Source: an optimization exercise on an open RTL-to-GDS flow (aim: small area and a short achievable clock period). Production flows keep margins and buffers that such runs may drop.
Only simulation tests tie the RTL to the original design; equivalence was not proved.

==> flow/design.v (outline; a module is shown in full before it is edited, if it fits) <==
// module top_FPU: 4228 lines
// module hd_fa_1: 4 lines
// module hd_fa_2: 4 lines
// module hd_ha_1: 4 lines
// module hd_o22ai_1: 3 lines
// module hd_xor2_1: 3 lines
// module hd_and2_1: 3 lines
// module hd_maj3_1: 3 lines
// module hd_nand4_1: 3 lines
// module hd_nor2_1: 3 lines
// module hd_nor2_4: 3 lines
// module hd_nand2_1: 3 lines
// module hd_nand2_4: 3 lines
// module hd_or2_1: 3 lines
// module hd_or2_4: 3 lines
// module hd_xnor2_1: 3 lines
// module hd_xnor2_4: 3 lines
// module hd_inv_1: 3 lines
// module hd_inv_2: 3 lines
// module hd_inv_4: 3 lines
// module hd_buf_2: 3 lines
// module hd_buf_4: 3 lines
// module hd_and4_1: 3 lines
// module hd_o21ai_1: 3 lines
// module hd_a21oi_1: 3 lines
// module hd_a32oi_4: 3 lines
module top_FPU ( clk, rst, operation, a_fpn, b_fpn, out );
  // ...
==> flow/run.sh <==
#!/bin/bash
# synth_recipe.tcl (not shown) runs the flow's synth.tcl, then flattens the netlist and writes it again
# the make line also repeats each setting of config.mk as NAME=value (left out here)
make -C /OpenROAD-flow-scripts/flow DESIGN_CONFIG=/design/flow/config.mk WORK_HOME=/design/flow/orfs CLKGATE_MAP_FILE= SYNTH_SCRIPT=/design/flow/synth_recipe.tcl finish
==> flow/config.mk <==
export PLATFORM = sky130hd
export DESIGN_NAME = top_FPU
export DESIGN_NICKNAME = top_FPU
export VERILOG_FILES = /design/flow/design.v
export SDC_FILE = /design/flow/constraint.sdc
export NUM_CORES = 8
export LEC_CHECK = 0
export ABC_AREA = 0
export ABC_CLOCK_PERIOD_IN_PS = 1000000
export CAP_MARGIN = 20
export CORE_MARGIN = 2
export CORE_UTILIZATION = 65
export GPL_ROUTABILITY_DRIVEN = 0
export GPL_TIMING_DRIVEN = 0
export SLEW_MARGIN = 20
export SYNTH_HIERARCHICAL = 1
==> flow/constraint.sdc <==
create_clock -name core_clock -period 1000.0 [get_ports {clk}]
set_input_delay 200.0000 -clock core_clock [delete_from_list [all_inputs] [get_ports {clk}]]
set_output_delay 200.0000 -clock core_clock [all_outputs]
set_load 0.01 [all_outputs]
==> out/results.ini, run 1 <==
[outcome]
status = complete, no violations

[yosys]
synth_compound_area_share_pct = 24.82
yosysWarnings = 7
yosysSeqAreaShare_pct = 1.197
synth.top_cells.by_area = fa_1, o22ai_1, ha_1, xor2_1, nand2_1
async_flop_share_pct = 0
synth_top_area_share_pct = 45.98
synth_common_cells = fa_1, o22ai_1, nand2_1
yosys.area_share.adder_pct = 51.33
synth_top_family_by_area = adder cells

[place]
preCtsSetupSlack_ps = 707380

[timing]
slew_violations = 0
timing.slew.headroom_pct = 13.69
holdWs_ps = 200260
rsz0062_at_grt = no

[worst_setup_path]
critical_path.endpoint = out[22]
startpoint = b_fpn[28]
path_max_fanout = 24
slowest_stage = nor2_1

[routing]
ant_nets = 0
routed_wl_um = 211300
wl_met3_um = 34710
drt_iter0_markers = 8706

[global_routing]
gr-total-overflow = 0
grt_max_degree = 70
grt_use_met3_pct = 22.07
grt_pass1_wl_um = 326900
grt_util_met2_pct = 70.12
busiest_layer = met2

[die]
start_util_pct = 65.37
fp.dieH_um = 290.9

[layout]
final_area_mm2 = 0.05612
multi_input_area_mm2 = 0.05058
seq_share_pct = 1.142

[clock_tree]
post_cts_resized = 0
cts_tree = yes

[worst_hold_path]
worstHoldPathType = input port to flip-flop

==> run 2, diff against run 1 <==
--- a/flow/config.mk
+++ b/flow/config.mk
@@ -9,7 +9,7 @@
 export ABC_CLOCK_PERIOD_IN_PS = 1000000
 export CAP_MARGIN = 20
 export CORE_MARGIN = 2
-export CORE_UTILIZATION = 65
+export CORE_UTILIZATION = 55
 export GPL_ROUTABILITY_DRIVEN = 0
 export GPL_TIMING_DRIVEN = 0
 export SLEW_MARGIN = 20
==> run 2 against run 1 <==
Still clean. Die area is 18% higher. Flip-flop and latch count stayed put. Worst hold slack better by 20 ps. Fmax is 0.11% lower. Non-clock buffer count is 8 higher. Utilization is 10 points lower. Critical path depth is 2 lower.
==> out/results.ini, run 2 <==
[place]
port-buffer-count = 95  ; unchanged
place_inst = 6960  ; was 6749
hpwl_um = 174800  ; was 163700 um

[yosys]
async_flop_share_pct = 0  ; unchanged
netlist_area_mm2 = 0.05350  ; unchanged
synth_most_common_cell = fa_1  ; unchanged
ys_seq_elements = 32  ; unchanged
yosysSeqAreaShare_pct = 1.197  ; unchanged
synth_common_cells = fa_1, o22ai_1, nand2_1  ; unchanged
netlist_instances = 5582  ; unchanged
synth-edff-count = 0  ; unchanged
ys.flop_type = dfxtp_1  ; unchanged
yosysWarnings = 7  ; unchanged
synth_top_area_share_pct = 45.98  ; unchanged
avgSynthCellArea_um2 = 9.585  ; unchanged
synth.top_cells.by_area = fa_1, o22ai_1, ha_1, xor2_1, nand2_1  ; unchanged
synth_cell_types = 109  ; unchanged
yosys.area.top_type = fa_1  ; unchanged

[layout]
drive_above_1_share_pct = 7.018  ; was 6.746%
finalNonFillerCells = 6981  ; was 6767
fillers = 8769  ; was 6841
final_nets = 7204  ; was 7196
layout-area-overhead-vs-synth_pct = 5.697  ; was 4.890%
final_common_cell = fa_1  ; unchanged
regArea_um2 = 640.6  ; unchanged
multi_input_area_mm2 = 0.05059  ; was 0.05058 mm^2
largest_reg_flops = 32  ; unchanged
largest-register = out  ; unchanged
mostFrequentLayoutCells = fa_1, o22ai_1, nand2_1  ; unchanged
largest_registers = out: 32 flops  ; unchanged

[clock_tree]
cts_max_level = 2  ; unchanged
clk_pin_slew_ps = 50  ; about the same
cts_tree = yes  ; unchanged
root_buffer = clkbuf_16  ; unchanged
cts_hold_buf = 0  ; unchanged
cts_buffers = 5  ; unchanged
clk_path_buf_depth = 2  ; unchanged
clock-sinks = 32  ; unchanged
post_cts_resized = 0  ; unchanged
cts_setup_buffers = 0  ; unchanged

[timing]
setup_viol = 0  ; unchanged
timing.slew.headroom_pct = 12.63  ; was 13.69%
rsz0062_at_grt = no  ; unchanged
tightest_slew_ps = 1299  ; was 1283 ps
fmax_mhz = 3.379  ; was 3.383 MHz
period_needed_ps = 295980  ; was 295640 ps
slew_violations = 0  ; unchanged
final.setup.tns_ps = 0  ; unchanged
finalCritPeriodShare_pct = 29.60  ; was 29.56%
hold_viol_final = 0  ; unchanged

[worst_setup_path]
critPathRequiredTime_ps = 1000150  ; was 1000100 ps
crit_top_cell = a21oi_2
slowest_stage = nor4_1  ; was nor2_1
slowest_delay_ps = 900  ; was 880 ps
path_max_fanout = 24  ; unchanged
cp.arrival_ps = 296130  ; was 295740 ps
startpoint = b_fpn[28]  ; unchanged
worstSetupEndpointType = flip-flop  ; unchanged
cp-start-kind = input port  ; unchanged
critPathKind = input port to flip-flop  ; unchanged

[global_routing]
grt_use_total_pct = 45.88  ; was 50.16%
antenna_found_initial = 8  ; was 4
grt_pass1_wl_um = 345200  ; was 326900 um
gr-total-overflow = 0  ; unchanged
grt_max_degree = 70  ; unchanged
grt_pass1_vias = 52637  ; was 52984

[worst_hold_path]
worstHoldPathType = input port to flip-flop  ; unchanged
hold_start = rst  ; unchanged

[routing]
ant_nets = 0  ; unchanged
routed_wl_um = 227000  ; was 211300 um
drt_iter0_markers = 7601  ; was 8706
dr_total_vias = 52875  ; was 53529
viasPerCell = 7.574  ; was 7.910
wl_per_cell_um = 32.51  ; was 31.22 um
drtPass1Iterations = 12  ; was 17
drc_errors = 0  ; unchanged

[die]
die_x_um = 315.9  ; was 290.9 um
start_util_pct = 55.41  ; was 65.37%
dieArea_mm2 = 0.09979  ; was 0.08463 mm^2
rows = 114  ; was 105
pin_count = 100  ; unchanged
core_area_mm2 = 0.09657  ; was 0.08185 mm^2
fp.dieH_um = 315.9  ; was 290.9 um

[flow_run]
maxCapViolCount = 0  ; unchanged

[outcome]
status = complete, no violations  ; unchanged

==> run 2: critical path: cells and delay by family <==
kind                     cells  cell delay (ps)
adder cells (fa/ha/maj)     51            31060
AO/OA/AOI/OAI               68            12230
XOR/XNOR                    90            23260
AND/OR/NAND/NOR             37            19000
buffers and inverters       29            10370
==> run 2: metal layers <==
| metal | vias to the layer above | wire length (um) | track usage [%] |
|---|---|---|---|
| li1 | 21197 | - | - |
| met1 | 26719 | 84860 | 61.14 |
| met2 | 4069 | 93890 | 64.45 |
| met3 | 880 | 32440 | 17.35 |
| met4 | 10 | 15650 | 24.85 |
| met5 | - | 145 | 0.3314 |
==> run 2: modules after synthesis, one instance, submodules excluded, excerpt <==
module / copies in the design / cells / area [um^2]
hd_and4_1: 23 / 1 / 8.758
hd_nand2_1: 141 / 1 / 3.754
hd_and2_1: 70 / 1 / 6.256
hd_inv_1: 24 / 1 / 3.754
hd_inv_2: 48 / 1 / 3.754
hd_maj3_1: 22 / 1 / 11.26
hd_nor2_1: 93 / 1 / 3.754
hd_a21oi_1: 70 / 1 / 8.758
hd_o22ai_1: 1152 / 1 / 6.256
top_FPU: 1 / 2147 / 14250
hd_fa_1: 1224 / 1 / 20.02
hd_xnor2_1: 47 / 1 / 8.758
hd_buf_4: 143 / 1 / 7.507
==> run 2: worst paths after layout <==
check | end | slack [ps] | cells after the start
hold / removal | out[21] | 200280 | 4
setup / recovery | out[22] | 704020 | 275
==> run 2: area by class of cell <==
cell class	count	share of cell area, %
multi-input combinational	5089	89.47
buffer	277	2.890
tap	1276	2.823
timing repair buffer	108	2.135
inverter	186	1.235
sequential	32	1.133
clock buffer	5	0.2212
clock inverter	3	0.07522
antenna	5	0.02212
==> run 2: cells by family after synthesis <==
kind of cell | Yosys count | share of synthesized area [%]
AOI/OAI and AO/OA | 2040 | 24.82
xor gates and xnor gates | 345 | 5.648
adders and majority gates | 1460 | 51.33
buffers and inverters | 463 | 4.357
DFF | 32 | 1.197
muxes | 134 | 2.603
other | 1 | 0.007009
and+or+nand+nor | 1107 | 10.03
==> run 2: stage by stage <==
step	worst slack [ps]	utilization (%)	hold slack, ps	cell area, um^2
4_1_cts	706780	58.31	200270	56310
6_report	704020	58.56	200280	56550
3_5_place_dp	706630	58.14	200560	56140
5_1_grt	699800	58.55	200320	56540
3_3_place_gp	707630	58.05	200550	56060
2_1_floorplan	727820	-	200300	53510
==> run 3, diff against run 2 <==
--- a/flow/config.mk
+++ b/flow/config.mk
@@ -9,7 +9,7 @@
 export ABC_CLOCK_PERIOD_IN_PS = 1000000
 export CAP_MARGIN = 20
 export CORE_MARGIN = 2
-export CORE_UTILIZATION = 55
+export CORE_UTILIZATION = 45
 export GPL_ROUTABILITY_DRIVEN = 0
 export GPL_TIMING_DRIVEN = 0
 export SLEW_MARGIN = 20
==> run 3 against run 2 <==
Worst setup slack gained 3000 ps. Global-route usage decreased by 9.2 points. Utilization shrank 11 points. Critical path type unchanged. Largest cell class unchanged. Highest routed layer unchanged.
==> out/results.ini, run 3 <==
[outcome]
status = complete, no violations  ; unchanged

[timing]
setup_viol = 0  ; unchanged
fmax_mhz = 3.413  ; was 3.379 MHz
timing.slew.headroom_pct = 19.41  ; was 12.63%
slew_violations = 0  ; unchanged
period_needed_ps = 293000  ; was 295980 ps
finalCritPeriodShare_pct = 29.30  ; was 29.60%
hold_viol_final = 0  ; unchanged
tightest_slew_ps = 1207  ; was 1299 ps
final.setup.tns_ps = 0  ; unchanged
rsz0062_at_grt = no  ; unchanged

[yosys]
ys.flop_type = dfxtp_1  ; unchanged
synth_most_common_cell = fa_1  ; unchanged
yosysWarnings = 7  ; unchanged
synth.top_cells.by_area = fa_1, o22ai_1, ha_1, xor2_1, nand2_1  ; unchanged
netlist_area_mm2 = 0.05350  ; unchanged
synthSimpleGateAreaFrac_pct = 10.03  ; unchanged
async_flop_share_pct = 0  ; unchanged
synth_top_family_by_area = adder cells  ; unchanged
ys_seq_elements = 32  ; unchanged
synth_top_area_share_pct = 45.98  ; unchanged
synth-edff-count = 0  ; unchanged
avgSynthCellArea_um2 = 9.585  ; unchanged
yosys.area.top_type = fa_1  ; unchanged
synth_common_cells = fa_1, o22ai_1, nand2_1  ; unchanged
synth_mux_area_share_pct = 2.603  ; unchanged
yosys.area_share.xor_xnor_pct = 5.648  ; unchanged
yosysSeqAreaShare_pct = 1.197  ; unchanged
netlist_instances = 5582  ; unchanged
yosys.area_share.adder_pct = 51.33  ; unchanged
synth_compound_area_share_pct = 24.82  ; unchanged
synth_cell_types = 109  ; unchanged

[layout]
layout-area-overhead-vs-synth_pct = 5.923  ; was 5.697%
final_common_cell = fa_1  ; unchanged
drive_above_1_share_pct = 7.187  ; was 7.018%
largest_registers = out: 32 flops  ; unchanged
final_area_mm2 = 0.05667  ; was 0.05655 mm^2
largest_reg_flops = 32  ; unchanged
mostFrequentLayoutCells = fa_1, o22ai_1, nand2_1  ; unchanged
largest-register = out  ; unchanged
finalNonFillerCells = 7232  ; was 6981
fillers = 11440  ; was 8769
final_nets = 7196  ; was 7204

[global_routing]
busiest_layer = met2  ; unchanged
grt_use_total_pct = 36.63  ; was 45.88%
grt_pass1_wl_um = 340500  ; was 345200 um
gr-total-overflow = 0  ; unchanged
grt_util_met2_pct = 56.00  ; was 64.45%
grt_pass1_vias = 53628  ; was 52637
antenna_found_initial = 7  ; was 8
grt_use_met3_pct = 10.74  ; was 17.35%
met1_usage_pct = 44.90  ; was 61.14%
grt_max_degree = 70  ; unchanged

[worst_setup_path]
critPathRequiredTime_ps = 1000090  ; was 1000150 ps
cp.arrival_ps = 293090  ; was 296130 ps
critPathKind = input port to flip-flop  ; unchanged
path_max_fanout = 24  ; unchanged
cp-start-kind = input port  ; unchanged
crit_top_cell = a21oi_2  ; unchanged
slowest_delay_ps = 880  ; was 900 ps
slowest_stage = nor4_1  ; unchanged
worstSetupEndpointType = flip-flop  ; unchanged

[place]
hpwl_um = 175500  ; was 174800 um
place_inst = 7217  ; was 6960
placed_area_mm2 = 0.05644  ; was 0.05614 mm^2
port-buffer-count = 95  ; unchanged

[die]
dieArea_mm2 = 0.1217  ; was 0.09979 mm^2
fp.dieH_um = 348.8  ; was 315.9 um
rows = 126  ; was 114
start_util_pct = 45.37  ; was 55.41%
die_x_um = 348.8  ; was 315.9 um
pin_count = 100  ; unchanged
core_area_mm2 = 0.1179  ; was 0.09657 mm^2

[routing]
drtPass1Iterations = 10  ; was 12
drt_iter0_markers = 7033  ; was 7601
drc_errors = 0  ; unchanged
ant_nets = 0  ; unchanged
viasPerCell = 7.242  ; was 7.574
routed_wl_um = 226000  ; was 227000 um
wl_per_cell_um = 31.24  ; was 32.51 um
dr_total_vias = 52375  ; was 52875

[clock_tree]
clk_path_buf_depth = 2  ; unchanged
clock-sinks = 32  ; unchanged
cts_tree = yes  ; unchanged
cts_hold_buf = 0  ; unchanged
post_cts_resized = 0  ; unchanged
cts_setup_buffers = 0  ; unchanged
clk_pin_slew_ps = 60  ; was 50 ps
cts_buffers = 5  ; unchanged
root_buffer = clkbuf_16  ; unchanged
cts_max_level = 2  ; unchanged

[flow_run]
maxCapViolCount = 0  ; unchanged

[worst_hold_path]
worstHoldPathType = input port to flip-flop  ; unchanged

## run 3: cell counts after synthesis
No cell type changed its count.
## run 3: kinds of logic (layout without fill, tap and decap cells)
family                   after synthesis  count (layout)
multiplexers                         134             134
AO/OA/AOI/OAI                       2040            2040
flip-flops                            32              32
AND/OR/NAND/NOR                     1107            1107
adder cells (fa/ha/maj)             1460            1460
XOR/XNOR                             345             345
buffers and inverters                463             570
other                                  1               8
## run 3: path summary, 6_finish.rpt
check,cells past startpoint,slack [ps],end,from
worst max-delay path,283,707000,out[5],b_fpn[9]
worst min-delay path,3,200300,out[14],rst
## run 3: Yosys stat by module (local to each module, per instance), a selection
module | flops+latches | cell area (um^2) | cells inside | copies in the design
hd_and2_1 | 0 | 6.256 | 1 | 70
hd_xnor2_1 | 0 | 8.758 | 1 | 47
hd_fa_1 | 0 | 20.02 | 1 | 1224
hd_inv_2 | 0 | 3.754 | 1 | 48
hd_a21oi_1 | 0 | 8.758 | 1 | 70
hd_ha_1 | 0 | 12.51 | 1 | 93
hd_nor2_1 | 0 | 3.754 | 1 | 93
hd_and4_1 | 0 | 8.758 | 1 | 23
## run 3: through the flow
step	util [%]	hold WS (ps)	setup slack, ps
2_1_floorplan	-	200300	727820
5_1_grt	48.05	200330	703090
3_3_place_gp	47.81	200550	709330
6_report	48.06	200300	707000
3_5_place_dp	47.86	200540	708490
4_1_cts	47.99	200250	708680
## run 3: worst max-delay path, delay by kind of cell
kind / cells / cell delay, ps
simple gates: 43 / 14660
xor+xnor: 86 / 23410
fa+ha+maj: 50 / 30470
buf+inv: 31 / 11600
compound gates: 73 / 12740
## run 3: cell type report
class                   count  area, um^2  share of cell area [%]
well taps                1536        1922                   3.391
clock buffers               7       152.6                  0.2693
inverters                 186       698.2                   1.232
diodes                      5       12.51                 0.02208
multi-input cells        5089       50590                   89.27
flip-flops and latches     32       640.6                   1.130
plain buffers             277        1634                   2.883
repair buffers            100        1023                   1.806
## run 3: layer usage
layer  vias up  part of all wire, %
met5         -                0.029
met4         6                  8.4
met3      1016                   12
met2      3746                   43
met1     26402                   36
li1      21205                    -

-- static timing again, ports no longer ideal --
In the flow no input, the clock included, has a driving cell. The finished layouts below were timed again as built, in two steps. Step 1 sets driving cells, clkbuf_16 on the clock port and buf_2 on the other inputs (assumed; they add their load-dependent delay and slew). Step 2, shift: input delay + t, output delay - t, t = (earliest + latest rising clock arrival at the registers) / 2. This alone moves slack from input paths to output paths. Three values: ideal ports, drivers, drivers and shift; two values: the first two.
run | shift t [ns] | setup WS [ns] | worst hold slack (ns) | worst setup path after step 2 | worst register clock-pin slew, ns
run 1 | 0.312 | 704.360 / 704.367 / 704.055 | 200.263 / 200.260 / 200.572 | input to register | 0.05 / 0.05
run 2 | 0.311 | 704.021 / 704.033 / 703.722 | 200.283 / 200.288 / 200.599 | input to register | 0.05 / 0.05
run 3 | 0.338 | 707.002 / 707.026 / 706.688 | 200.303 / 200.431 / 200.752 | input to register | 0.06 / 0.06
After both steps setup and hold are still met in every run listed. For run 3, which loses most, drivers alone change the setup slack by +0.024 ns; drivers and shift together by -0.314 ns.
